Context: an optimization exercise on an open-source flow, tuned for small area and a short achievable clock period. The choices shown serve that exercise and are no tape-out recipe. Only simulation tests tie the RTL to the original design; equivalence was not proved. Power figures rest on the tool's default switching activity, not on a simulated workload.

### flow/design.v
module mux2to1 (
  input  logic i_sel,
  input  logic [31:0]  i_data0,
  input  logic [31:0]  i_data1,
  output logic [31:0]  o_data
);
  assign o_data = (!i_sel) ? i_data0 : i_data1;
endmodule
module mux3to1 (
  input  logic [ 1:0]  i_sel,
  input  logic [31:0]  i_data0,
  input  logic [31:0]  i_data1,
  input  logic [31:0]  i_data2,
  output logic [31:0]  o_data
);
  assign o_data = ( i_sel == 2'b00 ) ? i_data0 :
                  ( i_sel == 2'b01 ) ? i_data1 :
                  ( i_sel == 2'b10 ) ? i_data2 : 32'b0 ;
endmodule
module SLL(
    input logic [31:0] data,
    input logic [4:0] shamt,
    output logic [31:0] out
);
    logic [31:0] s0;
    logic [31:0] s1;    
    logic [31:0] s2;
    logic [31:0] s3;
    assign s0 =  shamt[0]? {data[30:0], 1'b0} :data ;
    assign s1 =  shamt[1]? {s0[29:0], 2'b0} :s0 ;
    assign s2 = shamt[2]?{s1[27:0], 4'b0} :s1;
    assign s3 = shamt[3]?{s2[23:0], 8'b0} :s2;
    assign out = shamt[4]?{s3[15:0], 16'b0} :s3;
endmodule
module SRL(
    input logic [31:0] data,
    input logic [4:0] shamt,
    output logic [31:0] out
);
    logic [31:0] s0;
    logic [31:0] s1;    
    logic [31:0] s2;
    logic [31:0] s3;
    assign s0 = shamt[0] ? {1'b0, data[31:1]} : data;
    assign s1 = shamt[1] ? {2'b0, s0[31:2]} : s0;
    assign s2 = shamt[2] ? {4'b0, s1[31:4]} : s1;
    assign s3 = shamt[3] ? {8'b0, s2[31:8]} : s2;
    assign out = shamt[4] ? {16'b0, s3[31:16]} : s3;
endmodule
module SRA(
    input logic [31:0] data,
    input logic [4:0] shamt,
    output logic [31:0] out
);
    logic [31:0] s0;
    logic [31:0] s1;
    logic [31:0] s2;
    logic [31:0] s3;
    logic fill_bit; 
    assign fill_bit = data[31];  
    assign s0 = shamt[0] ? {fill_bit, data[31:1]} : data;
    assign s1 = shamt[1] ? {{2{fill_bit}}, s0[31:2]} : s0;
    assign s2 = shamt[2] ? {{4{fill_bit}}, s1[31:4]} : s1;
    assign s3 = shamt[3] ? {{8{fill_bit}}, s2[31:8]} : s2;
    assign out = shamt[4] ? {{16{fill_bit}}, s3[31:16]} : s3;
endmodule
module Shifter(
    input logic [31:0] data,
    input logic [4:0] shamt,
    input logic [3:0] op, 
    output logic [31:0] out
);
    logic [31:0] o_SLL;
    logic [31:0] o_SRL;
    logic [31:0] o_SRA;
    SLL sll(.data(data), .shamt(shamt), .out(o_SLL));
    SRL slr(.data(data), .shamt(shamt), .out(o_SRL));
    SRA bsl(.data(data), .shamt(shamt), .out(o_SRA));
    assign out = (op == 4'b0111) ? o_SLL :
                 (op == 4'b1000) ? o_SRL :
					  (op == 4'b1001) ? o_SRA : 32'b0;
endmodule
module ALU (
	input logic [31:0] i_operand_a,   
   input logic [31:0] i_operand_b,   
   input logic [3:0]  i_alu_op,      
   output logic [31:0] o_alu_data     
);
   localparam ADD  = 4'b0000;
   localparam SUB  = 4'b0001;
   localparam SLT  = 4'b0010;
   localparam SLTU = 4'b0011;
   localparam XOR  = 4'b0100;
   localparam OR   = 4'b0101;
   localparam AND  = 4'b0110;
   localparam SLL  = 4'b0111;
   localparam SRL  = 4'b1000;
   localparam SRA  = 4'b1001;
   localparam PASSB = 4'b1010;
	logic [31:0] o_shifter,slt;
	logic [32:0] ex_a,ex_b,ex_data;
	Shifter shifter(.data(i_operand_a), .shamt(i_operand_b[4:0]), .op(i_alu_op), .out(o_shifter));
	assign slt = i_operand_a + ~i_operand_b + 32'h1;
	assign ex_a = {1'b0,i_operand_a};
	assign ex_b = {1'b0,i_operand_b};
	assign ex_data = ex_a + ~ex_b + 33'h1;
    always_comb begin
        case (i_alu_op)
            ADD:  o_alu_data = i_operand_a + i_operand_b;                   
            SUB:  o_alu_data = i_operand_a + ~i_operand_b + 32'h1 ;                  
            SLT:  o_alu_data = (i_operand_a[31] ^ i_operand_b[31]) ? {31'b0, i_operand_a[31]} : {31'b0, slt[31]};   
            SLTU: o_alu_data = {31'b0, ex_data[32]}; 
            XOR:  o_alu_data = i_operand_a ^ i_operand_b;  
            OR:   o_alu_data = i_operand_a | i_operand_b; 
            AND:  o_alu_data = i_operand_a & i_operand_b;    
            SLL:  o_alu_data = o_shifter;
            SRL:  o_alu_data = o_shifter;
            SRA:  o_alu_data = o_shifter;
            PASSB: o_alu_data = i_operand_b;
            default: o_alu_data = 32'h0;                  
        endcase
    end
endmodule
module brc(
    input  logic [31:0] i_rs1_data, i_rs2_data,
    input  logic        i_br_un,
    output logic        o_br_less,
    output logic        o_br_equal
);
always @(*) begin
    o_br_equal = 0;
    o_br_less = 0;
    if (i_br_un) begin
        if (i_rs1_data == i_rs2_data) begin
            o_br_equal = 1;
			end
        if (i_rs1_data < i_rs2_data) begin
            o_br_less = 1;
			end
    end else begin
        if ($signed(i_rs1_data) == $signed(i_rs2_data)) begin
            o_br_equal = 1;
			end
        if ($signed(i_rs1_data) < $signed(i_rs2_data)) begin
            o_br_less = 1;
			end
    end
end
endmodule
module ImmGen(
	input logic [31:0] ins,
	output logic [31:0] imm_out
);
	always_comb begin
		case (ins[6:0])
			7'b0010011: begin	 
				case (ins[14:12])
					3'b001, 3'b101: imm_out <= $signed(ins[24:20]);
					default: imm_out <= $signed(ins[31:20]);
				endcase
			end
			7'b0000011, 7'b1100111: begin	 
				imm_out <= $signed(ins[31:20]);
			end
			7'b0100011: begin	 
				imm_out <= {{20{ins[31]}}, ins[31:25], ins[11:7]};
			end
			7'b1100011: begin	 
				imm_out <= {{20{ins[31]}},ins[7],ins[30:25],ins[11:8],1'b0};
			end
			7'b0110111, 7'b0010111: begin	 
				imm_out <= {ins[31:12], 12'b0};
			end
			7'b1101111: begin	 
				imm_out <= {{12{ins[31]}}, ins[19:12], ins[20], ins[30:21], 1'b0};
			end
			default: begin
			imm_out = 32'b0; 
			end
		endcase
	end
endmodule
module pc_plus_4(
  input  logic [31:0] pc ,
  output logic [31:0] pc_four
);
  assign pc_four = pc + 4;
endmodule: pc_plus_4
module PC_block
(
  input  logic  i_clk ,
  input  logic  i_rst_n ,
  input  logic  pc_sel ,
  input  logic [31:0] alu_data_i ,
  output logic [31:0] pc4_o,
  output logic [31:0] pc_o
);
  logic [31:0] pc4 ;
  logic [31:0] pc_next ;
  assign pc4_o = pc4 ;
  pc_plus_4 PC_PLUS_4( 
    .pc ( pc_o ),
    .pc_four( pc4  ));
  mux2_1_32b PC_MUX (
    .data0_i( pc4        ),
    .data1_i( alu_data_i ),
    .sel_i  ( pc_sel   ),
    .data_o ( pc_next     ));
  always_ff @( posedge i_clk or negedge i_rst_n) begin : PC_FF
     if ( !i_rst_n ) pc_o <= 32'b0  ;
     else pc_o <= {pc_next[31:1], 1'b0}  ;
     end
endmodule: PC_block
module mux2_1_32b
(
  input  logic  sel_i ,
  input  logic [31:0] data0_i ,
  input  logic [31:0] data1_i ,
  output logic [31:0] data_o
);
  assign data_o = (sel_i) ? data1_i : data0_i ;
endmodule: mux2_1_32b
module insvalid( input logic clk, rst_n,
    input logic insn_vld,
    output logic o_insn_vld
);
always_ff @( posedge clk or negedge rst_n) begin 
    if(!rst_n) o_insn_vld <= 0;
    else o_insn_vld <= insn_vld;
end
endmodule
module D_FF( input logic clk, rst_n,
    input logic [31:0] pc,
    output logic [31:0] o_pc_debug
);
always_ff @( posedge clk or negedge rst_n) begin 
    if(!rst_n) o_pc_debug <= 0;
    else o_pc_debug <= pc;
end
endmodule
module regfile(
        input logic i_clk, i_rst_n,
        input logic i_rd_wren,
        input logic [4:0] i_rd_addr, i_rs1_addr , i_rs2_addr, 
        input logic [31:0] i_rd_data,
        output logic [31:0] o_rs1_data , o_rs2_data 
);
logic [31:0] reg_file [31:0];
integer i;
always_ff @(posedge i_clk or negedge i_rst_n) begin
        if(!i_rst_n) begin
                for(i=0;i<32;i=i+1) begin
                 reg_file[i] <= 32'h0;
                end
                end
        else if (i_rd_wren) begin
         reg_file[i_rd_addr] <= i_rd_data;
        end
end
assign o_rs1_data = (i_rs1_addr != 0) ? reg_file[i_rs1_addr] : 0;
assign o_rs2_data = (i_rs2_addr != 0) ? reg_file[i_rs2_addr] : 0;
endmodule
module unit(
    input logic [31:0] instr,
    input logic br_less, 
	 input logic br_equal,
    output logic pc_sel, 
	 output logic opa_sel, 
	 output logic opb_sel, 
	 output logic br_un, 
	 output logic insn_vld, 
	 output logic rd_wren, 
	 output logic mem_wren, 
	 output logic mem_us,
    output logic [3:0] alu_op, 
	 output logic [3:0] mem_wrnum,
    output logic [1:0] wb_sel
    );
 localparam  OP_LOAD  = 7'b00000_11;   
 localparam  OP_ALU_I = 7'b00100_11;   
 localparam  OP_AUIPC = 7'b00101_11;   
 localparam  OP_STORE = 7'b01000_11;   
 localparam  OP_ALU_R = 7'b01100_11;   
 localparam  OP_LUI   = 7'b01101_11;   
 localparam  OP_BR    = 7'b11000_11;   
 localparam  OP_JALR  = 7'b11001_11;   
 localparam  OP_JAL   = 7'b11011_11;   
localparam BEQ = 3'b000;
localparam BNE = 3'b001;
localparam BLT = 3'b100;
localparam BGE = 3'b101;
localparam BLTU = 3'b110;
localparam BGEU = 3'b111;
localparam  LB  = 3'b000;
localparam  LH  = 3'b001;
localparam  LW  = 3'b010;
localparam  LBU = 3'b100;
localparam  LHU = 3'b101;
localparam  SB = 3'b000;
localparam  SH = 3'b001;
localparam  SW = 3'b010;
logic [6:0] opcode ;
logic [2:0] funct3 ;
logic funct7 ;
assign    funct3 = instr[14:12];
assign   funct7 = instr[30];
assign    opcode = instr[6:0];  
always_comb begin 
    case(opcode) 
        OP_ALU_R: begin   
                pc_sel = 1'b0;
                rd_wren = 1'b1;
                opa_sel = 1'b1;  
                opb_sel = 1'b0;
                wb_sel = 2'd1;  
                mem_wren = 1'b0;
                mem_wrnum = 4'b0000;
                mem_us = 1'b0;
                br_un = 1'b0;
                insn_vld = 1'b1;
                case(funct3)
               3'b000: alu_op = (funct7) ? 4'd1 : 4'd0;
               3'b001:	alu_op = 4'd7;
					3'b010:	alu_op = 4'd2;
					3'b011:	alu_op = 4'd3;
					3'b100:	alu_op = 4'd4;
					3'b101: alu_op = (funct7) ? 4'd9 : 4'd8;
					3'b110:	alu_op = 4'd5;
					3'b111:	alu_op = 4'd6;
                    default: alu_op = 4'b0000;
                endcase
        end
        OP_ALU_I: begin  
            pc_sel = 1'b0;
            rd_wren = 1'b1;
            opb_sel = 1'b1;
            opa_sel = 1'b1;
            wb_sel = 2'd1;
            mem_wren = 1'b0;
            mem_wrnum = 4'b0000;
            mem_us = 1'b0;
            br_un = 1'b0;
            insn_vld = 1'b1;
            case(funct3)
            3'b000: alu_op = 4'd0;     
				3'b010:	alu_op = 4'd2;     
				3'b011:	alu_op = 4'd3;     
				3'b100:	alu_op = 4'd4;     
				3'b110: alu_op = 4'd5;     
				3'b111:	alu_op = 4'd6;     
				3'b001:	alu_op = 4'd7;     
            3'b101: alu_op = (funct7) ? 4'd9 : 4'd8;
                default: alu_op = 4'b0000;
            endcase
        end
        7'b0000011: begin  
            pc_sel = 1'b0;
            mem_wren = 1'b0;  
            br_un = 1'b0;
            rd_wren = 1'b1;    
            opa_sel = 1'b1;    
            opb_sel = 1'b1;    
            alu_op = 4'd0;     
            wb_sel = 2'd2;     
             case ( funct3 )
                    LB :    begin
                                mem_wrnum   = 4'b0001;  
                                mem_us     = 1'b0;     
                                insn_vld = 1'b1;
                            end
                    LH :    begin
                                mem_wrnum   = 4'b0011;  
                                mem_us   = 1'b0;     
                                insn_vld = 1'b1;
                            end
                    LW :    begin
                                mem_wrnum  = 4'b1111;  
                                mem_us  = 1'b0;     
                                insn_vld = 1'b1;
                            end
                    LBU:    begin
                                mem_wrnum = 4'b0001;  
                                mem_us = 1'b1;     
                                insn_vld = 1'b1;
                            end  
                    LHU:    begin
                                mem_wrnum = 4'b0011;  
                                mem_us = 1'b1;     
                                insn_vld = 1'b1;
                            end
                    default:begin
                                mem_wrnum  = 4'b0;
                                mem_us  = 1'b0;
                                insn_vld = 1'b0;
                                rd_wren = 1'b0;
                             end
            endcase
        end
        OP_STORE: begin  
            pc_sel =1'b0;
            wb_sel = 2'd1;
            mem_us = 1'b0;
            br_un = 1'b0;
            mem_wren = 1'b1;  
            alu_op = 4'd0;     
            rd_wren = 1'b0;  
            opa_sel = 1'b1;    
            opb_sel = 1'b1;  
            case ( funct3 )
                    SB :    begin
                            mem_wrnum   = 4'b0001;  
                            insn_vld = 1'b1;
                    end
                    SH :    begin
                            mem_wrnum   = 4'b0011;  
                            insn_vld = 1'b1;
                    end
                    SW :    begin
                            mem_wrnum   = 4'b1111;  
                            insn_vld = 1'b1;
                    end
                    default: begin
                            mem_wrnum = 4'b0000;
                             insn_vld = 1'b0;
                             mem_wren = 1'b0;
                    end
            endcase
        end
        OP_BR: begin	 
            mem_wren = 1'b0;   
            rd_wren = 1'b0;    
            alu_op = 4'd0;     
            mem_wrnum = 4'b0000;
            mem_us = 1'b0;
				wb_sel = 2'd1;
            opa_sel = 1'b0;  
            opb_sel = 1'b1;  
            case(funct3)
            BEQ: begin  
                    insn_vld = 1'b1;
                    br_un = 1'b0;
                    pc_sel = (br_equal) ? 1'b1 : 1'b0;
            end
            BNE: begin    
                    insn_vld = 1'b1;
                    br_un = 1'b0;
                    pc_sel = (!br_equal) ? 1'b1 : 1'b0;
            end
            BLT: begin    
                    br_un = 1'b0;
                    insn_vld = 1'b1;
                    pc_sel = (br_less) ? 1'b1 : 1'b0;
            end
            BGE: begin    
                    br_un = 1'b0;
                    insn_vld = 1'b1;
                    pc_sel = ((!br_less && !br_equal ) || br_equal) ? 1'b1 : 1'b0;
            end 
            BLTU: begin    
                    br_un = 1'b1;
                    insn_vld = 1'b1;
                    pc_sel = (br_less) ? 1'b1 : 1'b0;
            end
            BGEU: begin    
                    insn_vld = 1'b1;
                    br_un = 1'b1;
                    pc_sel = ((!br_less && !br_equal ) || br_equal) ? 1'b1 : 1'b0;
            end 
            default:begin
                    br_un = 1'b0;
                    pc_sel = 1'b0;
                    insn_vld = 1'b0;
            end
            endcase
        end
        OP_AUIPC: begin	 
            insn_vld = 1'b1;
    		rd_wren = 1'b1;
    		opa_sel = 1'b0;        
    		opb_sel = 1'b1;    
    		mem_wren = 1'b0;   
    		wb_sel = 2'd1;     
    		alu_op = 4'd0;     
            pc_sel = 1'b0;  
            mem_wrnum = 4'b0000;
            mem_us = 1'b0;
            br_un = 1'b0;
        end
        OP_LUI : begin  
            insn_vld = 1'b1;
            pc_sel = 1'b0;   
            rd_wren = 1'b1;    
            opa_sel = 1'b1;
            opb_sel = 1'b1;  
            alu_op = 4'd10;    
            mem_wren = 1'b0;  
            wb_sel = 2'd1;  
            mem_wrnum = 4'b0000;
            mem_us = 1'b0;
            br_un = 1'b0;
        end
		OP_JAL: begin	 
            insn_vld = 1'b1;
            rd_wren = 1'b1;   
    		opa_sel = 1'b0;    
    		opb_sel = 1'b1;    
            alu_op = 4'd0;     
            mem_wren = 1'b0;   
            wb_sel = 2'd0;   
            pc_sel = 1'b1;  
            mem_wrnum = 4'b0000;
            mem_us = 1'b0;
            br_un = 1'b0;
    		end    
        OP_JALR: begin    
            insn_vld = 1'b1;
            rd_wren = 1'b1;   
    		opa_sel = 1'b1;    
    		opb_sel = 1'b1;    
            alu_op = 4'd0;     
            mem_wren = 1'b0;   
            wb_sel = 2'd0;   
            pc_sel = 1'b1;  
            mem_wrnum = 4'b0000;
            mem_us = 1'b0;
            br_un = 1'b0;
        end    
        default:  begin 
            insn_vld = 1'b0;         
            rd_wren = 1'b0;   
				opa_sel = 1'b0;    
				opb_sel = 1'b0;    
            alu_op = 4'b0;     
            mem_wren = 1'b0;   
            wb_sel = 2'b00;   
            pc_sel = 1'b0;  
            mem_wrnum = 4'b000;
            mem_us = 1'b0;
            br_un = 1'b0;
        end
    endcase
end
endmodule
module lsu_bus (
    input  logic [31:0] i_lsu_addr,
    input  logic [31:0] i_st_data,
    input  logic        i_lsu_wren,
    input  logic        i_lsu_rden,
    input  logic [ 3:0] i_byte_num,      
    input  logic        i_ld_unsigned,
    output logic [31:0] o_ld_data,
    output logic [31:0] o_dmem_addr,
    output logic [31:0] o_dmem_wdata,
    output logic [ 3:0] o_dmem_wmask,
    output logic        o_dmem_we,
    output logic        o_dmem_re,
    input  logic [31:0] i_dmem_rdata
);
    logic [31:0] shifted;
    logic [ 1:0] ofs;
    assign ofs = (i_byte_num == 4'b0011) ? {i_lsu_addr[1], 1'b0} :
                 (i_byte_num == 4'b1111) ? 2'b00 : i_lsu_addr[1:0];
    assign o_dmem_addr  = i_lsu_addr;
    assign o_dmem_we    = i_lsu_wren;
    assign o_dmem_re    = i_lsu_rden;
    assign o_dmem_wmask = i_byte_num << ofs;
    assign o_dmem_wdata = i_st_data << {ofs, 3'b000};
    assign shifted = i_dmem_rdata >> {ofs, 3'b000};
    always_comb begin
        case (i_byte_num)
            4'b0001: o_ld_data = {{24{~i_ld_unsigned & shifted[7]}}, shifted[7:0]};
            4'b0011: o_ld_data = {{16{~i_ld_unsigned & shifted[15]}}, shifted[15:0]};
            default: o_ld_data = i_dmem_rdata;
        endcase
    end
endmodule
module singlecycle(
    input  logic        i_clk, i_rst_n,
    output logic [31:0] o_imem_addr,
    input  logic [31:0] i_imem_rdata,
    output logic [31:0] o_dmem_addr,
    output logic [31:0] o_dmem_wdata,
    output logic [ 3:0] o_dmem_wmask,
    output logic        o_dmem_we,
    output logic        o_dmem_re,
    input  logic [31:0] i_dmem_rdata,
    output logic        o_insn_vld,
    output logic [31:0] o_pc_debug
);
logic [31:0]  alu_data;
logic [31:0]  pc;
logic [31:0]  pc4;
logic [31:0]  instr;
logic [31:0]  rs1_data;
logic [31:0]  rs2_data;
logic [31:0]  wb_data;
logic [31:0]  operand_a;
logic [31:0]  operand_b;
logic [31:0]  ld_data;
logic [31:0]  pc_debug;
logic [31:0]  imm;
logic [ 4:0]  rs1_addr;
logic [ 4:0]  rs2_addr;
logic [ 4:0]  rd_addr;
logic [ 3:0]  alu_op;
logic [ 3:0]  byte_num;
logic [ 1:0]  wb_sel;
logic  pc_sel;
logic  br_un;
logic  br_less;
logic  br_equal;
logic  rd_wren;
logic  mem_wren;
logic  ld_unsigned;
logic  opa_sel;
logic  opb_sel;
logic insn_vld;
logic o_insn;
assign instr = i_imem_rdata;
assign o_imem_addr = pc;
assign rs1_addr = instr[19:15];
assign rs2_addr = instr[24:20];
assign rd_addr = instr[11:7];
assign o_pc_debug = pc_debug;
assign o_insn_vld = o_insn;
D_FF PCdebug(.clk(i_clk), .rst_n(i_rst_n), .pc(pc), .o_pc_debug(pc_debug));
insvalid ins_vld(.clk(i_clk), .rst_n(i_rst_n), .insn_vld(insn_vld), .o_insn_vld(o_insn));
PC_block PC(.i_clk(i_clk), .i_rst_n(i_rst_n), .pc_sel(pc_sel), .alu_data_i(alu_data), .pc4_o(pc4), .pc_o(pc));
ImmGen IMMGen(.ins(instr), .imm_out(imm));
brc br_comp(.i_rs1_data(rs1_data), .i_rs2_data(rs2_data), .i_br_un(br_un), .o_br_less(br_less), .o_br_equal(br_equal));
unit ctrl_unit( .instr(instr),
                .br_less(br_less),
                .br_equal(br_equal),
                .pc_sel(pc_sel),
                .br_un(br_un),
                .alu_op(alu_op),
                .rd_wren(rd_wren),
                .mem_wren(mem_wren),
                .mem_us(ld_unsigned),
                .mem_wrnum(byte_num),
                .opa_sel(opa_sel),
                .opb_sel(opb_sel),
                .wb_sel(wb_sel),
                .insn_vld(insn_vld));
regfile reg_file(.i_clk(i_clk), .i_rst_n(i_rst_n), .i_rd_wren(rd_wren), .i_rd_addr(rd_addr), .i_rs1_addr(rs1_addr), .i_rs2_addr(rs2_addr), .i_rd_data(wb_data), .o_rs1_data(rs1_data), .o_rs2_data(rs2_data));
ALU ALU(.i_operand_a(operand_a), .i_operand_b(operand_b), .i_alu_op(alu_op), .o_alu_data(alu_data));
mux2to1 opa_mux(.i_sel(opa_sel), .i_data0(pc), .i_data1(rs1_data), .o_data(operand_a));
mux2to1 opb_mux(.i_sel(opb_sel), .i_data0(rs2_data), .i_data1(imm), .o_data(operand_b));
lsu_bus LSU(    .i_lsu_addr(alu_data),
                .i_st_data(rs2_data),
                .i_lsu_wren(mem_wren),
                .i_lsu_rden((wb_sel == 2'd2) & rd_wren),
                .i_byte_num(byte_num),
                .i_ld_unsigned(ld_unsigned),
                .o_ld_data(ld_data),
                .o_dmem_addr(o_dmem_addr),
                .o_dmem_wdata(o_dmem_wdata),
                .o_dmem_wmask(o_dmem_wmask),
                .o_dmem_we(o_dmem_we),
                .o_dmem_re(o_dmem_re),
                .i_dmem_rdata(i_dmem_rdata));
mux3to1 WB_mux( .i_sel(wb_sel),
                .i_data0(pc4),
                .i_data1(alu_data),
                .i_data2(ld_data),
                .o_data(wb_data));
endmodule
### flow/config.mk
export PLATFORM = sky130hd
export DESIGN_NAME = singlecycle
export DESIGN_NICKNAME = singlecycle
export VERILOG_FILES = /design/flow/design.v
export SDC_FILE = /design/flow/constraint.sdc
export NUM_CORES = 4
export LEC_CHECK = 0
export CAP_MARGIN = 20
export CORE_MARGIN = 2
export CORE_UTILIZATION = 30
export PLACE_DENSITY = 0.5
export SETUP_SLACK_MARGIN = 0.3
export SLEW_MARGIN = 20
### flow/run.sh
#!/bin/bash
# synth_recipe.tcl (not shown) runs the flow's synth.tcl, then flattens the netlist and writes it again
# the make line also repeats each setting of config.mk as NAME=value (left out here)
make -C /OpenROAD-flow-scripts/flow DESIGN_CONFIG=/design/flow/config.mk WORK_HOME=/design/flow/orfs CLKGATE_MAP_FILE= SYNTH_SCRIPT=/design/flow/synth_recipe.tcl finish
### flow/constraint.sdc
create_clock -name core_clock -period 13.5 [get_ports {i_clk}]
set_input_delay 2.7000 -clock core_clock [delete_from_list [all_inputs] [get_ports {i_clk}]]
set_output_delay 2.7000 -clock core_clock [all_outputs]
set_load 0.01 [all_outputs]
==> flow_summary.yaml <==
status:
  outcome: "finished clean"
setup_path:
  crit_family: "compound AO/OA/AOI/OAI gates"
  reg2reg_from: "reg_file.reg_file[6][5]"
  setup.worst_path.start_class: "primary input"
  cp_num_cells: 44
  rrSetupSlack_ps: 4350
  crit_path_frequent_cell: "buf_4"
  critPathMaxStageDelay_ps: 490
  r2r_end: "reg_file.reg_file[26][17]"
  critPathSlowestCell: "buf_4"
  critPathKind: "in2out"
  reg2reg_depth: 42
  critPathRequiredTime_ps: 10800
  arrival_ps: 10440
  crit_fanout: 11
  cp-startpoint: "i_imem_rdata[17]"
  end_kind: "output pin"
  cp-endpoint: "o_dmem_wdata[29]"
  path_buf_inv: 13
clock_network:
  clk_path_buf_depth: 3
  numCtsBuffers: 130
  cts.clk_slew.worst_paths_ps: 60
  cts_num_sinks: 1055
  h-tree-depth: 4
  cts-root-buf: "clkbuf_16"
  cts_tree: "yes"
  clkLatencyLatePin_ps: 870
placed_design:
  postPlaceCellArea_sq_mm: 0.07934
  dpl_worst_slack_ps: -884.5
  io_buffers: 198
  routabilityCongestion: 1.069
  dp_hpwl_mm: 342.0
  place_inst: 11100
timing:
  fmax_mhz: 76.09
  slew_viol_final: 0
  min_period_over_period: 0.9735
  layout_setup_ws_ps: 357.2
  rsz0062_at_grt: "yes"
  hold_ws_ps: 509.7
  finClkSkew_ps: 50.76
  tightest_slew_ps: 1241
  finalSetupViolations: 0
  period_minus_slack_ps: 13140
  timing.slew.headroom: 0.1729
  hold_viol_final: 0
synthesis:
  synth_warnings: 10
  synth.mux.area_fraction: 0.07295
  yosysUniqueCellTypes: 110
  async_flop_share: 1.000
  synth-compound-area-share: 0.2505
  postSynthCellCount: 7600
  synthSimpleGateAreaFrac: 0.1864
  synth_fa_ha_area_frac: 0.02650
  synthFlopType: "dfrtp_1"
  synth_top_family_by_area: "compound AO/OA/AOI/OAI gates"
  netlist_area_sq_mm: 0.06507
  ys_ff_latch: 1055
  synthXorXnorAreaFrac: 0.005115
  synth_edf_count: 0
  synth.avg_cell_area_sq_um: 8.562
  yosysSeqAreaShare: 0.4057
die:
  start_util: 0.3026
  core_area_sq_mm: 0.2150
  die_w_um: 469.7
  die_area_sq_mm: 0.2206
  placementRows: 170
  io_pins: 201
  die_h_um: 469.7
finish:
  design_area_sq_mm: 0.08498
  fin_nets: 8641
  final_util: 0.3952
  syn_to_final_growth_pct: 30.60
  final_cells: 11400
  drive_gt1_frac: 0.2374
power:
  internal-power_uw: 7101
  pwr-share-clk: 0.307
  p_seq_frac: 0.319
  p_sw_uw: 4806
  p_per_area_mw_per_mm2: 140.1
  ir_drop_mv: 0.1516
  comb_power_share: 0.374
  swShare: 0.4036
  leakage_uw: 0.03825
drt:
  remaining_drc_errors: 0
  drt_pass1_iterations: 9
  wire_per_inst_um: 40.97
  first_iter_violations: 12500
  vias: 74790
  antenna_left: 0
  viasPerCell: 6.562
  wl_mm: 467.0
flow_run:
  drv_cap: 0
global_route:
  gr-total-overflow: 0
  grt_max_degree: 159
  grt_usage: 0.4085
  antenna_found_initial: 36
  grt_pass1_wl_mm: 622.8
  grt_pass1_vias: 69320
worst_hold_path:
  hold_class: "reg2reg"
[routing by layer]
metal	global-route usage	share of wire	vias up
met3	0.1497	0.13	1695
met2	0.5637	0.40	6348
met5	0	0.00028	-
met4	0.2855	0.087	20
met1	0.5245	0.39	37030
li1	-	-	29700
[worst min-delay path by stage]
stage	slack [ps]	cells after the start	endpoint	start
6_report	510	2	reg_file.reg_file[12][4]	reg_file.reg_file[12][4]
3_5_place_dp	490	2	reg_file.reg_file[14][4]	reg_file.reg_file[14][4]
3_3_place_gp	480	2	reg_file.reg_file[4][21]	reg_file.reg_file[4][21]
4_1_cts	510	2	reg_file.reg_file[14][4]	reg_file.reg_file[14][4]
2_1_floorplan	460	2	reg_file.reg_file[26][4]	reg_file.reg_file[26][4]
5_1_grt	530	2	reg_file.reg_file[10][18]	reg_file.reg_file[10][18]
[tightest hold or removal path: stages, from the launching register on]
cell,delay (ps)
dfrtp_1,360
nand2_1,50
o21ai_0,60
[cell usage after synthesis (all sizes together), types with 90 or more instances]
cell type  instances  area, sq um
dfrtp           1055        26400
nand2            994         3739
o21ai            808         4063
a22oi            593         4477
nor2             548         2062
clkbuf           476         1790
a21oi            447         2241
nand3            299         1496
mux2             242         2725
buf              219         1059
mux2i            190         1909
and3             177         1107
inv              155        581.8
nand4            151        944.7
ha               133         1664
nor3              90        460.4
[area by class of cell]
cell class                      count  area [sq um]
Antenna cell                       25         62.56
Clock buffer                      178          3705
Tap cell                         2838          3551
Fill cell                       21550        130100
Sequential cell                  1055         26400
Inverter                          157         589.3
Multi-Input combinational cell   5694         36930
Clock inverter                     49         616.8
Timing Repair Buffer             1401         13130
[through the flow]
stage,total power (uW),setup TNS [ps]
global placement,8017,-44900
CTS,11680,0
floorplan,5459,0
global route,12180,0
detailed placement,8006,-27960
finish,11910,0
[power by group through the flow]
stage,sequential (uW),clock [uW],combinational (uW)
floorplan,3690,0,1770
detailed placement,3820,0,4190
finish,3790,3660,4450
global route,3800,3800,4590
CTS,3770,3670,4240
global placement,3820,0,4190
[timing repair]
| item | CTS | global route |
|---|---|---|
| endpoints found under the setup margin | 41 | 40 |
| gates cloned | 1 | 2 |
| setup buffers | 22 | 15 |
| resized for setup | 98 | 137 |
| hold buffers | 0 | 0 |
| pin swaps | 14 | 36 |
[flip-flops by register name, summed over array words and instances (netlist names)]
signal	cells
reg_file.reg_file	992
PCdebug.o_pc_debug	31
ins_vld.o_insn_vld	1
PC.pc_o	31
[cell usage in the layout (no fill, tap or decap), types with 40 or more instances in the layout]
cell type           n
clkbuf_16         133
and3_1            176
o21ai_1           121
inv_1             149
nand3_1           298
a22oi_1           578
ha_1              128
buf_4            1028
o21ai_0           678
clkdlybuf4s50_1   153
nor3_1             78
a211oi_1           73
nor4_1             45
nor2_4             60
mux2_2            242
nand2_1           962
buf_12            160
mux2i_1           181
nor2_1            457
dfrtp_1          1055
nand4_1           151
a2111oi_0          40
a21oi_1           434
[logic make-up after synthesis]
logic type | after synthesis
AND/OR/NAND/NOR | 2584
other | 1
adder cells (fa/ha/maj) | 136
flip-flops | 1055
AO/OA/AOI/OAI | 2497
XOR/XNOR | 38
buffers and inverters | 852
multiplexers | 437

-- static timing again, ports no longer ideal --
No port has a modelled driver above. Below, the same layout with a new extraction and two added sets of constraints. Step 1 assumes that a clkbuf_16 drives the clock port and a buf_2 every other input. Step 2 times the ports against the registers' clock, not the clock port: input delays grow and output delays shrink by t, the midpoint of the rising clock arrivals with the driver on. Three values: ideal ports, drivers, drivers and shift; two values: the first two.
t (ns): 0.936
setup WS [ns]: 0.357 / 0.293 / 0.293
slew at the worst register clock pin (ns): 0.07 / 0.07
pins driven straight from the clock port: 1
After both steps setup and hold are still met in this run. For this run, drivers alone change the setup slack by -0.064 ns; drivers and shift together by -0.064 ns.
